Background: an optimization exercise with open tools, aiming at small area, a short achievable clock period and few clock cycles per item. Do not read the settings as production practice.
No activity file was given, so power comes from the tool's default toggle rates.

## DT
module DT(
	input			clk,
	input			reset,
	output	reg		done,
	output	reg		sti_rd,
	output		[9:0]	sti_addr,
	input		[15:0]	sti_di,
	output	reg		res_wr,
	output	reg		res_rd,
	output	reg	[13:0]	res_addr,
	output		[7:0]	res_do,
	input		[7:0]	res_di,
	output	reg		fw_finish
	);
==> module DT, before the edit <==
module DT(
	input			clk,
	input			reset,
	output	reg		done,
	output	reg		sti_rd,
	output		[9:0]	sti_addr,
	input		[15:0]	sti_di,
	output	reg		res_wr,
	output	reg		res_rd,
	output	reg	[13:0]	res_addr,
	output		[7:0]	res_do,
	input		[7:0]	res_di,
	output	reg		fw_finish
	);
function lt6;
	input [5:0] x, y;
	reg [5:0] gt, lt;
	integer i;
	begin
		lt6 = 1'b0;
		for (i = 0; i < 6; i = i + 1)
			lt6 = (~x[i] & y[i]) | (~(x[i] & ~y[i]) & lt6);
	end
endfunction
function [5:0] min6;
	input [5:0] x, y;
	min6 = lt6(x, y) ? x : y;
endfunction
function [3:0] lsb16;
	input [15:0] v;
	integer i;
	begin
		lsb16 = 4'd0;
		for (i = 15; i >= 0; i = i - 1)
			if (v[i]) lsb16 = i[3:0];
	end
endfunction
reg s_init, s_fdec, s_fra, s_frb, s_fw, s_fend;
reg s_bfind, s_bgo, s_bru, s_brv, s_bf, s_bl, s_bwn;
reg [5:0] do_r;		 
reg [5:0] a, b;		 
reg [9:0] wcnt;		 
reg [3:0] k;		 
reg xr;			 
reg fobj;		 
reg wv;			 
reg adj;		 
reg nc;			 
assign res_do = {2'b00, do_r};
assign sti_addr = wcnt ^ {10{fw_finish}};
wire [5:0] di = res_di[5:0];
wire [3:0] kn = k + (fw_finish ? 4'd1 : 4'd15);
wire xn = sti_di[kn];		 
wire [15:0] masked = sti_di & (16'hFFFF << k);
wire mz = (masked == 16'd0);
wire [3:0] f = lsb16(masked);
wire wend = (wcnt == 10'd1015);
wire flast = (res_addr == 14'd16382);
wire [5:0] min_adi = lt6(a, di) ? a : di;
wire [5:0] min_adi_p1 = min_adi + 6'd1;
wire [5:0] fm1 = do_r - 6'd1;
wire bwrite = lt6(a, fm1) || lt6(di, fm1);
wire fwr = (s_fdec & !fobj) | s_fw;		 
wire badv = (s_bgo & !adj) | (s_bl & !bwrite & !nc) | (s_bwn & !nc);	 
wire bnext = (s_bl & !bwrite & nc) | (s_bwn & nc);	 
wire [6:0] rsrc = s_bgo ? ~wcnt[9:3] : res_addr[13:7];
wire [6:0] csrc = s_bgo ? ~{wcnt[2:0], k} : res_addr[6:0];
wire r_up = (s_fdec & fobj) | s_brv | s_bl;
wire r_dn = s_fw | s_bf | (s_bgo & adj & !wv) | (s_fdec & !fobj & (res_addr[6:0] == 7'd127));
wire c_m1 = s_fw | s_bf | s_bru | s_bwn;
wire c_p1 = (s_fdec & !fobj) | s_fra | s_frb | (s_bgo & adj & !wv);
wire c_p2 = s_fdec & fobj & wv;
wire [6:0] rnext = rsrc + (r_up ? 7'h7f : {6'd0, r_dn});
wire [6:0] cnext = csrc + (c_m1 ? 7'h7f : {5'd0, c_p2, c_p1});
always @(posedge clk or negedge reset) begin
	if (!reset) begin
		s_init <= 1'b1;
		s_fdec <= 1'b0;
		s_fra <= 1'b0;
		s_frb <= 1'b0;
		s_fw <= 1'b0;
		s_fend <= 1'b0;
		s_bfind <= 1'b0;
		s_bgo <= 1'b0;
		s_bru <= 1'b0;
		s_brv <= 1'b0;
		s_bf <= 1'b0;
		s_bl <= 1'b0;
		s_bwn <= 1'b0;
		done <= 1'b0;
		fw_finish <= 1'b0;
		sti_rd <= 1'b0;
		res_wr <= 1'b0;
		res_rd <= 1'b0;
		res_addr <= 14'd16383;
		wcnt <= 10'd0;
		k <= 4'd15;
		xr <= 1'b0;
		fobj <= 1'b0;
		wv <= 1'b0;
	end else begin
		s_init <= 1'b0;
		s_fdec <= s_init | s_fw | (s_fdec & !fobj & !flast);
		s_fra <= s_fdec & fobj & !wv;
		s_frb <= s_fra;
		s_fw <= (s_fdec & fobj & wv) | s_frb;
		s_fend <= s_fdec & !fobj & flast;
		s_bfind <= s_fend | (s_bfind & mz & !wend) | badv;
		s_bgo <= s_bfind & !mz;
		s_bru <= s_bgo & adj & !wv;
		s_brv <= s_bru;
		s_bf <= (s_bgo & adj & wv) | s_brv | bnext;
		s_bl <= s_bf;
		s_bwn <= s_bl & bwrite;
		done <= done | (s_bfind & mz & wend);
		if (s_fend) fw_finish <= 1'b1;
		res_rd <= (s_fdec & fobj) | s_fra | s_frb | (s_bgo & adj) | s_bru | s_brv | s_bf | bnext;
		res_wr <= fwr | (s_bgo & !adj) | (s_bl & bwrite);
		res_addr <= (s_bl & bwrite) ? ~{wcnt, k} : {rnext, cnext};
		sti_rd <= s_init | (fwr & (k == 4'd1)) | s_fend | (s_bfind & mz & !wend) | (badv & (k == 4'd15));
		if (s_fend)
			wcnt <= 10'd8;
		else if ((fwr & (k == 4'd1)) | (s_bfind & mz & !wend) | (badv & (k == 4'd15)))
			wcnt <= wcnt + 10'd1;
		if (s_fend | (s_bfind & mz))
			k <= 4'd0;
		else if (s_bfind)
			k <= f;
		else if (fwr | (s_bgo & !adj) | (s_bl & !bwrite) | s_bwn)
			k <= kn;
		if (fwr) xr <= xn;
		if (s_fdec & !fobj) fobj <= xn & xr;
		else if (s_fw) fobj <= xn;
		if ((s_fdec & !fobj) | s_fend | (s_bgo & !adj)) wv <= 1'b0;
		else if (s_fw | s_bl) wv <= 1'b1;
	end
end
always @(posedge clk) begin
	if (s_fend | (s_bfind & mz)) adj <= 1'b0;
	else if (s_bfind) adj <= adj & (f == k);
	else if (s_bgo) adj <= 1'b1;
	if (s_bf) nc <= xn & (k != 4'd15);
	if (s_init) do_r <= 6'd0;
	else if (s_fdec & !fobj) do_r <= {5'd0, xr};
	else if (s_fw) do_r <= min_adi_p1;
	else if (s_bgo & !adj) do_r <= 6'd1;
	else if (s_bf) do_r <= di;
	else if (s_bl & bwrite) do_r <= min_adi_p1;
	if (s_fdec & fobj) a <= wv ? min6(a, do_r) : do_r;
	else if (s_fra | s_frb | s_brv) a <= min_adi;
	else if (s_fw | s_bl) a <= min6(b, di);
	else if (s_bru) a <= di;
	else if (s_bf) a <= min6(a, do_r);
	if (s_frb | s_fw | s_brv | s_bl) b <= di;
end
endmodule
Settings: LEC_CHECK=0, ABC_AREA=1, CAP_MARGIN=20, CORE_MARGIN=2, CORE_UTILIZATION=55, PLACE_DENSITY=0.7, SETUP_SLACK_MARGIN=2.3, SLEW_MARGIN=20; clock period 5.0 ns.
standard.sh (not shown) runs the stock make flow with config.mk's settings and CLKGATE_MAP_FILE= SYNTH_SCRIPT=/design/flow/synth_recipe.tcl, a recipe that flattens the netlist after the stock synthesis.
==> flow/flow/run.sh <==
#!/bin/bash
# Standard layout, with plain buffers (instead of delay cells) on the ports.
set -o pipefail
bash standard.sh "BUFFER_PORTS_ARGS=-buffer_cell sky130_fd_sc_hd__buf_1" finish > flow.log 2>&1
Rerun with:
--- a/flow/design.v
+++ b/flow/design.v
@@ -18,10 +18,43 @@
 	integer i;
 	begin
 		lt6 = 1'b0;
 		for (i = 0; i < 6; i = i + 1)
 			lt6 = (~x[i] & y[i]) | (~(x[i] & ~y[i]) & lt6);
+	end
+endfunction
+function [6:0] add7;
+	input [6:0] x, y;
+	reg [6:0] g, p, c;
+	reg t;
+	integer i, j, m;
+	begin
+		g = x & y;
+		p = x ^ y;
+		for (i = 0; i < 7; i = i + 1) begin
+			c[i] = 1'b0;
+			for (j = 0; j < i; j = j + 1) begin
+				t = g[j];
+				for (m = j + 1; m < i; m = m + 1)
+					t = t & p[m];
+				c[i] = c[i] | t;
+			end
+		end
+		add7 = p ^ c;
+	end
+endfunction
+function [9:0] inc10;
+	input [9:0] x;
+	reg t;
+	integer i, m;
+	begin
+		for (i = 0; i < 10; i = i + 1) begin
+			t = 1'b1;
+			for (m = 0; m < i; m = m + 1)
+				t = t & x[m];
+			inc10[i] = x[i] ^ t;
+		end
 	end
 endfunction
 function [5:0] min6;
 	input [5:0] x, y;
 	min6 = lt6(x, y) ? x : y;
@@ -59,21 +92,23 @@
 wire [5:0] min_adi = lt6(a, di) ? a : di;
 wire [5:0] min_adi_p1 = min_adi + 6'd1;
 wire [5:0] fm1 = do_r - 6'd1;
 wire bwrite = lt6(a, fm1) || lt6(di, fm1);
 wire fwr = (s_fdec & !fobj) | s_fw;		 
-wire badv = (s_bgo & !adj) | (s_bl & !bwrite & !nc) | (s_bwn & !nc);	 
+wire k15 = (k == 4'd15);
+wire badv = (s_bgo & !adj) | (s_bl & !bwrite & !nc & !k15) | (s_bwn & !nc);
+wire wadv = ((s_bgo & !adj) | (s_bwn & !nc)) & k15;
 wire bnext = (s_bl & !bwrite & nc) | (s_bwn & nc);	 
 wire [6:0] rsrc = s_bgo ? ~wcnt[9:3] : res_addr[13:7];
 wire [6:0] csrc = s_bgo ? ~{wcnt[2:0], k} : res_addr[6:0];
 wire r_up = (s_fdec & fobj) | s_brv | s_bl;
 wire r_dn = s_fw | s_bf | (s_bgo & adj & !wv) | (s_fdec & !fobj & (res_addr[6:0] == 7'd127));
 wire c_m1 = s_fw | s_bf | s_bru | s_bwn;
 wire c_p1 = (s_fdec & !fobj) | s_fra | s_frb | (s_bgo & adj & !wv);
 wire c_p2 = s_fdec & fobj & wv;
-wire [6:0] rnext = rsrc + (r_up ? 7'h7f : {6'd0, r_dn});
-wire [6:0] cnext = csrc + (c_m1 ? 7'h7f : {5'd0, c_p2, c_p1});
+wire [6:0] rnext = add7(rsrc, r_up ? 7'h7f : {6'd0, r_dn});
+wire [6:0] cnext = add7(csrc, c_m1 ? 7'h7f : {5'd0, c_p2, c_p1});
 always @(posedge clk or negedge reset) begin
 	if (!reset) begin
 		s_init <= 1'b1;
 		s_fdec <= 1'b0;
 		s_fra <= 1'b0;
@@ -109,26 +144,26 @@
 		s_bgo <= s_bfind & !mz;
 		s_bru <= s_bgo & adj & !wv;
 		s_brv <= s_bru;
 		s_bf <= (s_bgo & adj & wv) | s_brv | bnext;
 		s_bl <= s_bf;
-		s_bwn <= s_bl & bwrite;
+		s_bwn <= s_bl & (bwrite | (!nc & k15));
 		done <= done | (s_bfind & mz & wend);
 		if (s_fend) fw_finish <= 1'b1;
 		res_rd <= (s_fdec & fobj) | s_fra | s_frb | (s_bgo & adj) | s_bru | s_brv | s_bf | bnext;
 		res_wr <= fwr | (s_bgo & !adj) | (s_bl & bwrite);
 		res_addr <= (s_bl & bwrite) ? ~{wcnt, k} : {rnext, cnext};
-		sti_rd <= s_init | (fwr & (k == 4'd1)) | s_fend | (s_bfind & mz & !wend) | (badv & (k == 4'd15));
+		sti_rd <= s_init | (fwr & (k == 4'd1)) | s_fend | (s_bfind & mz & !wend) | wadv;
 		if (s_fend)
 			wcnt <= 10'd8;
-		else if ((fwr & (k == 4'd1)) | (s_bfind & mz & !wend) | (badv & (k == 4'd15)))
-			wcnt <= wcnt + 10'd1;
+		else if ((fwr & (k == 4'd1)) | (s_bfind & mz & !wend) | wadv)
+			wcnt <= inc10(wcnt);
 		if (s_fend | (s_bfind & mz))
 			k <= 4'd0;
 		else if (s_bfind)
 			k <= f;
-		else if (fwr | (s_bgo & !adj) | (s_bl & !bwrite) | s_bwn)
+		else if (fwr | (s_bgo & !adj) | (s_bl & !bwrite & (nc | !k15)) | s_bwn)
 			k <= kn;
 		if (fwr) xr <= xn;
 		if (s_fdec & !fobj) fobj <= xn & xr;
 		else if (s_fw) fobj <= xn;
 		if ((s_fdec & !fobj) | s_fend | (s_bgo & !adj)) wv <= 1'b0;
=> Synthesized area went down by 1.6%; final cell count went down by 3.0%; first-iteration DRC count went down by 6.9%; wire length went down by 5.5%; worst setup slack gets better by 0.015 ns; sequential share of layout area went up by 0.31 points; synthesized cell count went down by 4.6%; flip-flop and latch count stays the same; via count went down by 4.1%; clock-buffer cell count went down by 5; clock power went up by 8.2%; fmax went up by 0.58%; register-to-register slack gets better by 0.12 ns.
No functional check of the RTL was part of any run of this note.

## 02-18
Another version of the RTL of DT (not shown whole).
For scale: ~750 cells after synthesis, about 66 flip-flops, roughly 5200 µm² of cells after synthesis.
==> module DT, before the edit <==
module DT(
	input			clk,
	input			reset,
	output	reg		done,
	output	reg		sti_rd,
	output		[9:0]	sti_addr,
	input		[15:0]	sti_di,
	output	reg		res_wr,
	output			res_rd,
	output	reg	[13:0]	res_addr,
	output		[7:0]	res_do,
	input		[7:0]	res_di,
	output	reg		fw_finish
	);
function lt6;
	input [5:0] x, y;
	reg [5:0] gt, lt;
	integer i;
	begin
		lt6 = 1'b0;
		for (i = 0; i < 6; i = i + 1)
			lt6 = (~x[i] & y[i]) | (~(x[i] & ~y[i]) & lt6);
	end
endfunction
function [6:0] add7;
	input [6:0] x, y;
	reg [6:0] g, p, c;
	reg t;
	integer i, j, m;
	begin
		g = x & y;
		p = x ^ y;
		for (i = 0; i < 7; i = i + 1) begin
			c[i] = 1'b0;
			for (j = 0; j < i; j = j + 1) begin
				t = g[j];
				for (m = j + 1; m < i; m = m + 1)
					t = t & p[m];
				c[i] = c[i] | t;
			end
		end
		add7 = p ^ c;
	end
endfunction
function [9:0] inc10;
	input [9:0] x;
	reg t;
	integer i, m;
	begin
		for (i = 0; i < 10; i = i + 1) begin
			t = 1'b1;
			for (m = 0; m < i; m = m + 1)
				t = t & x[m];
			inc10[i] = x[i] ^ t;
		end
	end
endfunction
function [5:0] min6;
	input [5:0] x, y;
	min6 = lt6(x, y) ? x : y;
endfunction
function [3:0] lsb16;
	input [15:0] v;
	integer i;
	begin
		lsb16 = 4'd0;
		for (i = 15; i >= 0; i = i - 1)
			if (v[i]) lsb16 = i[3:0];
	end
endfunction
reg s_init, s_fdec, s_fw, s_fend;
reg s_bfind, s_bgo, s_bf, s_bl, s_bwn;
reg s_ra, s_rb;
reg [5:0] do_r;		 
reg [5:0] a, b;		 
reg [9:0] wcnt;		 
reg [3:0] k;		 
reg xr;			 
reg fobj;		 
reg wv;			 
reg adj;		 
reg nc;			 
assign res_do = {2'b00, do_r};
assign res_rd = s_ra | s_rb | s_fw | s_bf | s_bl;
assign sti_addr = wcnt ^ {10{fw_finish}};
wire [5:0] di = res_di[5:0];
wire [3:0] kn = k + (fw_finish ? 4'd1 : 4'd15);
wire xn = sti_di[kn];		 
wire [15:0] masked = sti_di & (16'hFFFF << k);
wire mz = (masked == 16'd0);
wire [3:0] f = lsb16(masked);
wire wend = (wcnt == 10'd1015);
wire flast = (res_addr == 14'd16382);
wire lt_adi = lt6(a, di);
wire [5:0] min_adi = lt_adi ? a : di;
wire [5:0] a_p1 = a + 6'd1;
wire [5:0] di_p1 = di + 6'd1;
wire [5:0] min_adi_p1 = lt_adi ? a_p1 : di_p1;
wire [5:0] fm1 = do_r - 6'd1;
wire bwrite = lt6(a, fm1) || lt6(di, fm1);
wire fwr = (s_fdec & !fobj) | s_fw;		 
wire badv = (s_bgo & !adj) | (s_bl & !bwrite & !nc) | (s_bwn & !nc);	 
wire bnext = (s_bl & !bwrite & nc) | (s_bwn & nc);	 
wire [6:0] rsrc = s_bgo ? ~wcnt[9:3] : res_addr[13:7];
wire [6:0] csrc = s_bgo ? ~{wcnt[2:0], k} : res_addr[6:0];
wire r_up = (s_fdec & fobj) | (s_rb & fw_finish) | s_bl;
wire r_dn = s_fw | s_bf | (s_bgo & adj & !wv) | (s_fdec & !fobj & (res_addr[6:0] == 7'd127));
wire c_m1 = s_fw | s_bf | (s_ra & fw_finish) | s_bwn;
wire c_p1 = (s_fdec & !fobj) | ((s_ra | s_rb) & !fw_finish) | (s_bgo & adj & !wv);
wire c_p2 = s_fdec & fobj & wv;
wire [6:0] rnext = add7(rsrc, r_up ? 7'h7f : {6'd0, r_dn});
wire [6:0] cnext = add7(csrc, c_m1 ? 7'h7f : {5'd0, c_p2, c_p1});
always @(posedge clk or negedge reset) begin
	if (!reset) begin
		s_init <= 1'b1;
		s_fdec <= 1'b0;
		s_ra <= 1'b0;
		s_rb <= 1'b0;
		s_fw <= 1'b0;
		s_fend <= 1'b0;
		s_bfind <= 1'b0;
		s_bgo <= 1'b0;
		s_bf <= 1'b0;
		s_bl <= 1'b0;
		s_bwn <= 1'b0;
		done <= 1'b0;
		fw_finish <= 1'b0;
		sti_rd <= 1'b0;
		res_wr <= 1'b0;
		res_addr <= 14'd16383;
		wcnt <= 10'd0;
		k <= 4'd15;
		xr <= 1'b0;
		fobj <= 1'b0;
		wv <= 1'b0;
	end else begin
		s_init <= 1'b0;
		s_fdec <= s_init | s_fw | (s_fdec & !fobj & !flast);
		s_ra <= (s_fdec & fobj & !wv) | (s_bgo & adj & !wv);
		s_rb <= s_ra;
		s_fw <= (s_fdec & fobj & wv) | (s_rb & !fw_finish);
		s_fend <= s_fdec & !fobj & flast;
		s_bfind <= s_fend | (s_bfind & mz & !wend) | badv;
		s_bgo <= s_bfind & !mz;
		s_bf <= (s_bgo & adj & wv) | (s_rb & fw_finish) | bnext;
		s_bl <= s_bf;
		s_bwn <= s_bl & bwrite;
		done <= done | (s_bfind & mz & wend);
		if (s_fend) fw_finish <= 1'b1;
		res_wr <= fwr | (s_bgo & !adj) | (s_bl & bwrite);
		res_addr <= (s_bl & bwrite) ? ~{wcnt, k} : {rnext, cnext};
		sti_rd <= s_init | (fwr & (k == 4'd1)) | s_fend | (s_bfind & mz & !wend) | (badv & (k == 4'd15));
		if (s_fend)
			wcnt <= 10'd8;
		else if ((fwr & (k == 4'd1)) | (s_bfind & mz & !wend) | (badv & (k == 4'd15)))
			wcnt <= inc10(wcnt);
		if (s_fend | (s_bfind & mz))
			k <= 4'd0;
		else if (s_bfind)
			k <= f;
		else if (fwr | (s_bgo & !adj) | (s_bl & !bwrite) | s_bwn)
			k <= kn;
		if (fwr) xr <= xn;
		if (s_fdec & !fobj) fobj <= xn & xr;
		else if (s_fw) fobj <= xn;
		if ((s_fdec & !fobj) | s_fend | (s_bgo & !adj)) wv <= 1'b0;
		else if (s_fw | s_bl) wv <= 1'b1;
	end
end
always @(posedge clk) begin
	if (s_fend | (s_bfind & mz)) adj <= 1'b0;
	else if (s_bfind) adj <= adj & (f == k);
	else if (s_bgo) adj <= 1'b1;
	if (s_bf) nc <= xn & (k != 4'd15);
	if (s_init) do_r <= 6'd0;
	else if (s_fdec & !fobj) do_r <= {5'd0, xr};
	else if (s_fw) do_r <= min_adi_p1;
	else if (s_bgo & !adj) do_r <= 6'd1;
	else if (s_bf) do_r <= di;
	else if (s_bl & bwrite) do_r <= min_adi_p1;
	if (s_fdec & fobj) a <= wv ? min6(a, do_r) : do_r;
	else if (s_bgo & !wv) a <= do_r;
	else if (s_ra | s_rb) a <= min_adi;
	else if (s_fw | s_bl) a <= min6(b, di);
	else if (s_bf) a <= min6(a, do_r);
	if (s_rb | s_fw | s_bl) b <= di;
end
endmodule
export LEC_CHECK = 0
export ABC_AREA = 1
export CAP_MARGIN = 20
export CORE_MARGIN = 2
export CORE_UTILIZATION = 55
export PLACE_DENSITY = 0.7
export SETUP_SLACK_MARGIN = 2.35
export SLEW_MARGIN = 20
create_clock -name core_clock -period 5.0 [get_ports {clk}]
Scripts as last shown in full above: flow/flow/run.sh
What 03-08 does differently from 02-18 at the input level:
--- a/flow/design.v
+++ b/flow/design.v
@@ -7,5 +7,5 @@
 	input		[15:0]	sti_di,
 	output	reg		res_wr,
-	output			res_rd,
+	output	reg		res_rd,
 	output	reg	[13:0]	res_addr,
 	output		[7:0]	res_do,
@@ -69,7 +69,6 @@
 	end
 endfunction
-reg s_init, s_fdec, s_fw, s_fend;
-reg s_bfind, s_bgo, s_bf, s_bl, s_bwn;
-reg s_ra, s_rb;
+reg s_init, s_fdec, s_fra, s_frb, s_fw, s_fend;
+reg s_bfind, s_bgo, s_bru, s_brv, s_bf, s_bl, s_bwn;
 reg [5:0] do_r;		 
 reg [5:0] a, b;		 
@@ -81,6 +80,6 @@
 reg adj;		 
 reg nc;			 
+reg wrapf;		 
 assign res_do = {2'b00, do_r};
-assign res_rd = s_ra | s_rb | s_fw | s_bf | s_bl;
 assign sti_addr = wcnt ^ {10{fw_finish}};
 wire [5:0] di = res_di[5:0];
@@ -104,8 +103,8 @@
 wire [6:0] rsrc = s_bgo ? ~wcnt[9:3] : res_addr[13:7];
 wire [6:0] csrc = s_bgo ? ~{wcnt[2:0], k} : res_addr[6:0];
-wire r_up = (s_fdec & fobj) | (s_rb & fw_finish) | s_bl;
-wire r_dn = s_fw | s_bf | (s_bgo & adj & !wv) | (s_fdec & !fobj & (res_addr[6:0] == 7'd127));
-wire c_m1 = s_fw | s_bf | (s_ra & fw_finish) | s_bwn;
-wire c_p1 = (s_fdec & !fobj) | ((s_ra | s_rb) & !fw_finish) | (s_bgo & adj & !wv);
+wire r_up = (s_fdec & fobj) | s_brv | s_bl;
+wire r_dn = s_fw | s_bf | (s_bgo & adj & !wv) | (s_fdec & !fobj & wrapf);
+wire c_m1 = s_fw | s_bf | s_bru | s_bwn;
+wire c_p1 = (s_fdec & !fobj) | s_fra | s_frb | (s_bgo & adj & !wv);
 wire c_p2 = s_fdec & fobj & wv;
 wire [6:0] rnext = add7(rsrc, r_up ? 7'h7f : {6'd0, r_dn});
@@ -115,10 +114,12 @@
 		s_init <= 1'b1;
 		s_fdec <= 1'b0;
-		s_ra <= 1'b0;
-		s_rb <= 1'b0;
+		s_fra <= 1'b0;
+		s_frb <= 1'b0;
 		s_fw <= 1'b0;
 		s_fend <= 1'b0;
 		s_bfind <= 1'b0;
 		s_bgo <= 1'b0;
+		s_bru <= 1'b0;
+		s_brv <= 1'b0;
 		s_bf <= 1'b0;
 		s_bl <= 1'b0;
@@ -128,4 +129,5 @@
 		sti_rd <= 1'b0;
 		res_wr <= 1'b0;
+		res_rd <= 1'b0;
 		res_addr <= 14'd16383;
 		wcnt <= 10'd0;
@@ -134,18 +136,22 @@
 		fobj <= 1'b0;
 		wv <= 1'b0;
+		wrapf <= 1'b1;
 	end else begin
 		s_init <= 1'b0;
 		s_fdec <= s_init | s_fw | (s_fdec & !fobj & !flast);
-		s_ra <= (s_fdec & fobj & !wv) | (s_bgo & adj & !wv);
-		s_rb <= s_ra;
-		s_fw <= (s_fdec & fobj & wv) | (s_rb & !fw_finish);
+		s_fra <= s_fdec & fobj & !wv;
+		s_frb <= s_fra;
+		s_fw <= (s_fdec & fobj & wv) | s_frb;
 		s_fend <= s_fdec & !fobj & flast;
 		s_bfind <= s_fend | (s_bfind & mz & !wend) | badv;
 		s_bgo <= s_bfind & !mz;
-		s_bf <= (s_bgo & adj & wv) | (s_rb & fw_finish) | bnext;
+		s_bru <= s_bgo & adj & !wv;
+		s_brv <= s_bru;
+		s_bf <= (s_bgo & adj & wv) | s_brv | bnext;
 		s_bl <= s_bf;
 		s_bwn <= s_bl & bwrite;
 		done <= done | (s_bfind & mz & wend);
 		if (s_fend) fw_finish <= 1'b1;
+		res_rd <= (s_fdec & fobj) | s_fra | s_frb | (s_bgo & adj) | s_bru | s_brv | s_bf | bnext;
 		res_wr <= fwr | (s_bgo & !adj) | (s_bl & bwrite);
 		res_addr <= (s_bl & bwrite) ? ~{wcnt, k} : {rnext, cnext};
@@ -161,4 +167,5 @@
 		else if (fwr | (s_bgo & !adj) | (s_bl & !bwrite) | s_bwn)
 			k <= kn;
+		if (fwr) wrapf <= s_fdec & (res_addr[6:0] == 7'd126);
 		if (fwr) xr <= xn;
 		if (s_fdec & !fobj) fobj <= xn & xr;
@@ -180,9 +187,9 @@
 	else if (s_bl & bwrite) do_r <= min_adi_p1;
 	if (s_fdec & fobj) a <= wv ? min6(a, do_r) : do_r;
-	else if (s_bgo & !wv) a <= do_r;
-	else if (s_ra | s_rb) a <= min_adi;
+	else if (s_fra | s_frb | s_brv) a <= min_adi;
 	else if (s_fw | s_bl) a <= min6(b, di);
+	else if (s_bru) a <= di;
 	else if (s_bf) a <= min6(a, do_r);
-	if (s_rb | s_fw | s_bl) b <= di;
+	if (s_frb | s_fw | s_brv | s_bl) b <= di;
 end
 endmodule
Notes after the runs:
- Going from 02-18 to 03-08, the number of multi-input combinational cells was found to have gone up by about 3%.
- Diff 02-18 -> 03-08: worst setup slack picked up an extra 0.11 ns, required time of the worst setup path lost 0.05 ns, data-path buffer share of cell area in the final layout neither gained nor lost much.
- 03-08 reports its endpoint of the most critical setup path as do_r[3]$_SDFFE_PP0P_ while 02-18 reports wcnt[9]$_DFFE_PN0P_.
- Overall routed net length for 03-08 is lower than for 02-18.
- Summary of 03-08 over 02-18: register fraction of the total cell area went up by 1.3 points; register area share after synthesis increased 1.4 points.
No functional check of the RTL was part of any run of this note.

## afterwards: timing with drivers on the ports
The results above use ideal ports. As a check the final layouts listed here were re-extracted and re-timed, cells and wires unchanged. Step 1: set_driving_cell puts a clkbuf_16 on clk and a buf_2 on each other input, an assumption about the parent block. Step 2 also shifts input and output timing later by t, the mid clock arrival at the registers, as if the neighbouring blocks saw the same clock. Slacks: ideal / step 1 / step 2; pairs: ideal / step 1.
run | shift t [ns] | slack for setup (ns) | hold slack, ns | pins driven straight from the clock port
the first run of note 1 | 0.391 | 2.349 / 2.349 / 2.055 | 0.477 / 0.477 / 0.477 | 1
the second run of note 1 | 0.386 | 2.364 / 2.375 / 1.989 | 0.397 / 0.397 / 0.397 | 1
02-18 | 0.379 | 2.323 / 2.323 / 2.034 | 0.470 / 0.470 / 0.470 | 1
03-08 | 0.381 | 2.431 / 2.443 / 2.063 | 0.418 / 0.418 / 0.418 | 1
After both steps every run listed still meets setup and hold. For the second run of note 1, which loses most, drivers alone change the setup slack by +0.011 ns; drivers and shift together by -0.375 ns.
